This is an optimization exercise on Yosys and OpenROAD, whose aim is small area and a short achievable clock period, not a production implementation.
RTL that was checked went through simulation tests only; none was proved equivalent to the original.
The RTL of run 2 was laid out without a check of its function.

==> flow/design.v, too long to show whole: its modules and the start of the top module <==
// module cordic: 3170 lines
module cordic (
    input  wire        clk,
    input  wire        rst,
    input  wire        valid_i,
    input  wire signed [16:0] x_i,
    input  wire signed [16:0] y_i,
    output wire        valid_o,
    output wire signed [16:0] x_o,
    output wire signed [16:0] y_o
    );
  // ...
==> flow/run.sh <==
#!/bin/bash
# synth_recipe.tcl (not shown) runs the flow's synth.tcl, then flattens the netlist and writes it again
# the make line also repeats each setting of config.mk as NAME=value (left out here)
make -C /OpenROAD-flow-scripts/flow DESIGN_CONFIG=/design/flow/config.mk WORK_HOME=/design/flow/orfs CLKGATE_MAP_FILE= SYNTH_SCRIPT=/design/flow/synth_recipe.tcl finish
==> flow/config.mk <==
export PLATFORM = sky130hd
export DESIGN_NAME = cordic
export DESIGN_NICKNAME = cordic
export VERILOG_FILES = /design/flow/design.v
export SDC_FILE = /design/flow/constraint.sdc
export NUM_CORES = 4
export LEC_CHECK = 0
export ABC_AREA = 1
export CAP_MARGIN = 20
export CORE_MARGIN = 2
export CORE_UTILIZATION = 40
export SETUP_SLACK_MARGIN = 1.0
export SLEW_MARGIN = 20
==> flow/constraint.sdc <==
create_clock -name core_clock -period 4.6 [get_ports {clk}]
set_input_delay 0.9200 -clock core_clock [delete_from_list [all_inputs] [get_ports {clk}]]
set_output_delay 0.9200 -clock core_clock [all_outputs]
set_load 0.01 [all_outputs]
==> impl_metrics.tcl, run 1 <==
set metrics [dict create \
    run_status "timing/DRC/antenna clean" \
    min_to "vp[12]" \
    layout_min_cycle_time_ns 3.34 \
    cts_max_level 3 \
    path_cells "xnor2_1, inv_1, ha_1, a21o_1, a31oi_1, nand2_1, a21oi_1, fa_1, inv_1, nor2_1, nand2_1, nor2_1, nand4_1, nor2_1, nor2_1" \
    grt_busiest_layer "met2" \
    setup_viol 0 \
    stdcell_area_sq_um 41100 \
    drive_gt1_share_pct 4.91 \
    largest_cell_class "multi-input gates" \
    synth.area.mux_share_pct 0 \
    multi_input_area_sq_um 21500 \
    drv_slew 0 \
    synth_area_sq_um 36300 \
    cts_buffers 70 \
    relSlewSlack_pct 53.3 \
    yosys.cell_count.top_type "inv_1" \
    drtIter0Drc 946 \
    core_region_area_sq_um 90000 \
    max-clock-path-buffers 3 \
    wl_per_cell_um 13.7 \
    die_w_um 305 \
    io_pins 72 \
    synth_commonest_cells "inv_1, nand2_1, dfxtp_1" \
    rows 110 \
    synth_flop_cell "dfxtp_1" \
    final_common_cell "inv_1" \
    place_congestion 0.814 \
    synth.largest_area_cell "dfxtp_1" \
    synth_simple_gate_area_share_pct 11.6 \
    rr_endpoint "rdx8" \
    hp-class "register to register" \
    dp_slack_ns 0.702 \
    cts_setup_buffers 0 \
    ys_warn_count 1 \
    clockRootBuffer "clkbuf_16" \
    dr_wl_met3_mm 2.05 \
]
==> run 2, diff against run 1 <==
--- a/flow/design.v
+++ b/flow/design.v
@@ -5,31 +5,28 @@
     input  wire        rst,
     input  wire        valid_i,
     input  wire signed [16:0] x_i,
     input  wire signed [16:0] y_i,
     output wire        valid_o,
     output wire signed [16:0] x_o,
     output wire signed [16:0] y_o
     );
-    reg [15:0] vp;
+    reg [14:0] vp;
     always @(posedge clk)
-        if (rst) vp <= 16'd0;
-        else     vp <= {vp[14:0], valid_i};
-    assign valid_o = vp[15];
+        if (rst) vp <= 15'd0;
+        else     vp <= {vp[13:0], valid_i};
+    assign valid_o = vp[14];
     wire [16:0] ax, ay;
     assign ax = x_i[16] ? -x_i : x_i;
     assign ay = y_i[16] ? -y_i : y_i;
-    reg [16:0] rx_a, ry_a;
-    reg rd_a;
-    always @(posedge clk) begin rx_a <= ax; ry_a <= ay; rd_a <= |y_i[15:0]; end
     wire [16:0] x0, y0, xs0, ys0, nx0, ny0;
     wire d0;
-    assign x0 = rx_a; assign y0 = ry_a;
-    assign d0 = rd_a;
+    assign x0 = ax; assign y0 = ay;
+    assign d0 = |y_i[15:0];
     assign xs0 = x0;
     assign ys0 = y0;
     wire [16:0] nx0_b = ys0 ^ {17{1'b0}};
     wire [16:0] nx0_s;
     wire [17:0] nx0_s_p, nx0_s_g;
     assign nx0_s_g[0] = 1'b0;
     assign nx0_s_p[0] = 1'b0;
     assign nx0_s_p[1] = x0[0] ^ nx0_b[0];
==> flow/config.mk (replaced) <==
export PLATFORM = sky130hd
export DESIGN_NAME = cordic
export DESIGN_NICKNAME = cordic
export VERILOG_FILES = /design/flow/design.v
export SDC_FILE = /design/flow/constraint.sdc
export NUM_CORES = 4
export LEC_CHECK = 0
export CAP_MARGIN = 20
export CORE_MARGIN = 2
export CORE_UTILIZATION = 40
export SETUP_SLACK_MARGIN = 1.5
export SLEW_MARGIN = 20
==> impl_metrics.tcl, run 2 <==
set metrics [dict create \
    mostFrequentLayoutCells "dfxtp_1, inv_1, ha_1, xnor2_1, buf_4" \
    ys_types 60 \
    cts_buffers 58 \
    clkTransAtPathRegs_ns 0.06 \
    cts_max_level 2 \
    syn2layout_area_growth_pct 28.6 \
    worstSetupStartpoint "y_i[5]" \
    so_faults "setup timing" \
    dp_slack_ns -1.02 \
    tritoncts "built" \
    stdcell_area_sq_um 43600 \
    rr_endpoint "rdx7" \
    synth_area_sq_um 33900 \
    run_status "complete, but fails checks" \
    start_util_pct 40.5 \
    wirelength_mm 74.6 \
    grt_pass1_vias 24707 \
    wl_met2_mm 39.3 \
    critical_path_arrival_ns 5.27 \
    slowest_delay_ns 0.55 \
    synth_nets 4045 \
    synth.largest_area_cell "dfxtp_1" \
    final_common_cell "dfxtp_1" \
    rsz0062_at_grt "yes" \
    drive_gt1_share_pct 22.2 \
    drc 0 \
    gr-total-overflow 0 \
    worstReg2RegStart "rd6" \
    firstDrtPassIters 5 \
    relSlewSlack_pct 49.7 \
    num-nets-final 4457 \
    skew_ns 0.0325 \
    end_kind "register" \
    ys_warn_count 1 \
    path_cells "buf_6, or4_4, buf_4, buf_6, buf_6, nor4_4, buf_4, nand3_4, buf_6, buf_6, buf_6, buf_6, buf_6, o31ai_4, xnor2_2, ha_1, a21o_1, a21oi_2, o21ai_1, a311o_1, fa_2, nor4_1, nand3_2, o21ba_1" \
    r2r_slack_ns 1.22 \
    hold_buffers 0 \
    finalHoldViolations 0 \
    top_layer_used "met4" \
    core_region_area_sq_um 83800 \
    min_period_over_period_pct 103 \
    drtIter0Drc 675 \
    grt_usage_pct 17.0 \
    postLayoutCoreUtil_pct 52.0 \
    met1_length_mm 31.6 \
    placed_area_sq_um 37400 \
    die_h_um 295 \
    grt_max_degree 19 \
    place_hpwl_mm 57.5 \
    postSynthCellCount 3347 \
    grt_first_pass_wirelength_mm 121 \
    setup_viol 2 \
    io_pins 72 \
    synth_flop_cell "dfxtp_1" \
    slowest_stage "or4_4" \
    viasPerCell 4.76 \
    hp-class "register to register" \
    place_congestion 0.835 \
    critPathRequiredTime_ns 5.11 \
    synth-seq-area-share_pct 31.8 \
    drv_slew 0 \
    vias 23519 \
    maxCapViolCount 0 \
    synth_top_cell_area_share_pct 31.8 \
    synth_async_sr_flop_share_pct 0 \
    fmax_mhz 210 \
    die_w_um 295 \
    synth_commonest_cells "dfxtp_1, inv_1, ha_1" \
    antenna_found_initial 0 \
    clockRootBuffer "clkbuf_16" \
    rows 106 \
    synth-edff-count 0 \
    ant_nets 0 \
    die_area_sq_um 87100 \
    wl_per_cell_um 15.1 \
    dr_wl_met3_mm 1.91 \
    avgSynthCellArea_sq_um 10.1 \
    worstMarginPinSlew_ns 0.752 \
    cts.sinks 538 \
    yosys.cell_count.top_type "dfxtp_1" \
    n_antenna_cell 0 \
    fillers 7392 \
    layout_min_cycle_time_ns 4.76 \
    synth_area_leaders "dfxtp_1, ha_1, fa_1" \
    cp_common_cell "buf_6" \
    max-clock-path-buffers 3 \
    worstSetupPathType "input port to register" \
    worst_r2r_path_depth 14 \
    fin_ws_ns -0.157 \
    insertion_delay_ns 0.63 \
    crit_end "rdx0" \
    ys_ff_latch 538 \
    startpoint_type "input port" \
    port_buffers 71 \
    crit_fanout 2 \
]
run 2: timing repair:
item,CTS,global route
gates resized for setup,339,257
pin swaps,173,155
endpoints found under the setup margin,173,102
cloned,0,0
setup buffers,103,81
run 2: layout make-up:
type,count,area [sq um],share of cell area [%]
Multi-Input combinational cell,2259,24000,55.0
Sequential cell,538,10800,24.8
Clock buffer,81,1660,3.80
Clock inverter,27,368,0.843
Tap cell,1134,1420,3.25
Timing Repair Buffer,388,3400,7.79
Inverter,514,1940,4.44
run 2: per-stage QoR:
step                std cells  hold slack, ns  TNS (ns)
floorplan                3347           0.414    -0.481
global placement         4649           0.418     -3.86
detailed placement       4649           0.424     -4.16
CTS                      4860           0.411   -0.0870
global route             4941           0.421    -0.540
finish                   4941           0.417    -0.235
run 2: worst max-delay path, delay by kind of cell:
family	cells	cell delay [ns]
AO/OA/AOI/OAI	6	1.09
XOR/XNOR	1	0.15
adder cells (fa/ha/maj)	2	0.73
buffers and inverters	10	1.17
AND/OR/NAND/NOR	5	1.20
run 2: how the worst min path moves through the flow:
stage	start	end	slack (ns)	cells after the start
finish	vp[10]	vp[11]	0.42	1
global route	vp[10]	vp[11]	0.42	1
CTS	vp[10]	vp[11]	0.41	1
detailed placement	vp[0]	vp[1]	0.42	1
global placement	vp[2]	vp[3]	0.42	1
floorplan	vp[9]	vp[10]	0.41	1
run 2: logic make-up (layout without fill, tap and decap cells):
family	Yosys count	after routing	share of synthesized area [%]
DFF	538	538	31.8
muxes	15	15	0.494
buffers and inverters	550	1010	6.11
and+or+nand+nor	545	545	8.05
AOI/OAI and AO/OA	468	468	9.16
xor gates and xnor gates	568	568	14.7
adders and majority gates	663	663	29.7
run 2: metal layers:
metal	track usage (%)	vias up
li1	-	11799
met5	0	-
met2	32.2	225
met3	2.02	120
met1	20.1	11375
met4	4.28	0

## afterwards: timing with drivers on the ports
How much do the figures lean on ideal ports? The routed layouts below were timed once more, with nothing changed but the port constraints. Step 1 sets driving cells, clkbuf_16 on the clock port and buf_2 on the other inputs (assumed; they add their load-dependent delay and slew). Step 2 moves the port delays by t, midway between the first and last clock arrival at a register: inputs arrive t later, outputs are due t later. That takes back most of the time a late clock gives input paths. Three values: ideal, step 1, step 2; two values: the first two.
run | shift t [ns] | slack for setup (ns) | worst setup path at the end | pins driven straight from the clock port
run 1 | 0.674 | 1.261 / 1.261 / 1.261 | register to register | 1
run 2 | 0.677 | -0.157 / -0.124 / -0.801 | input to register | 1
The setup slack of run 2, which loses most, moves by +0.033 ns with the drivers and by -0.644 ns with both steps.
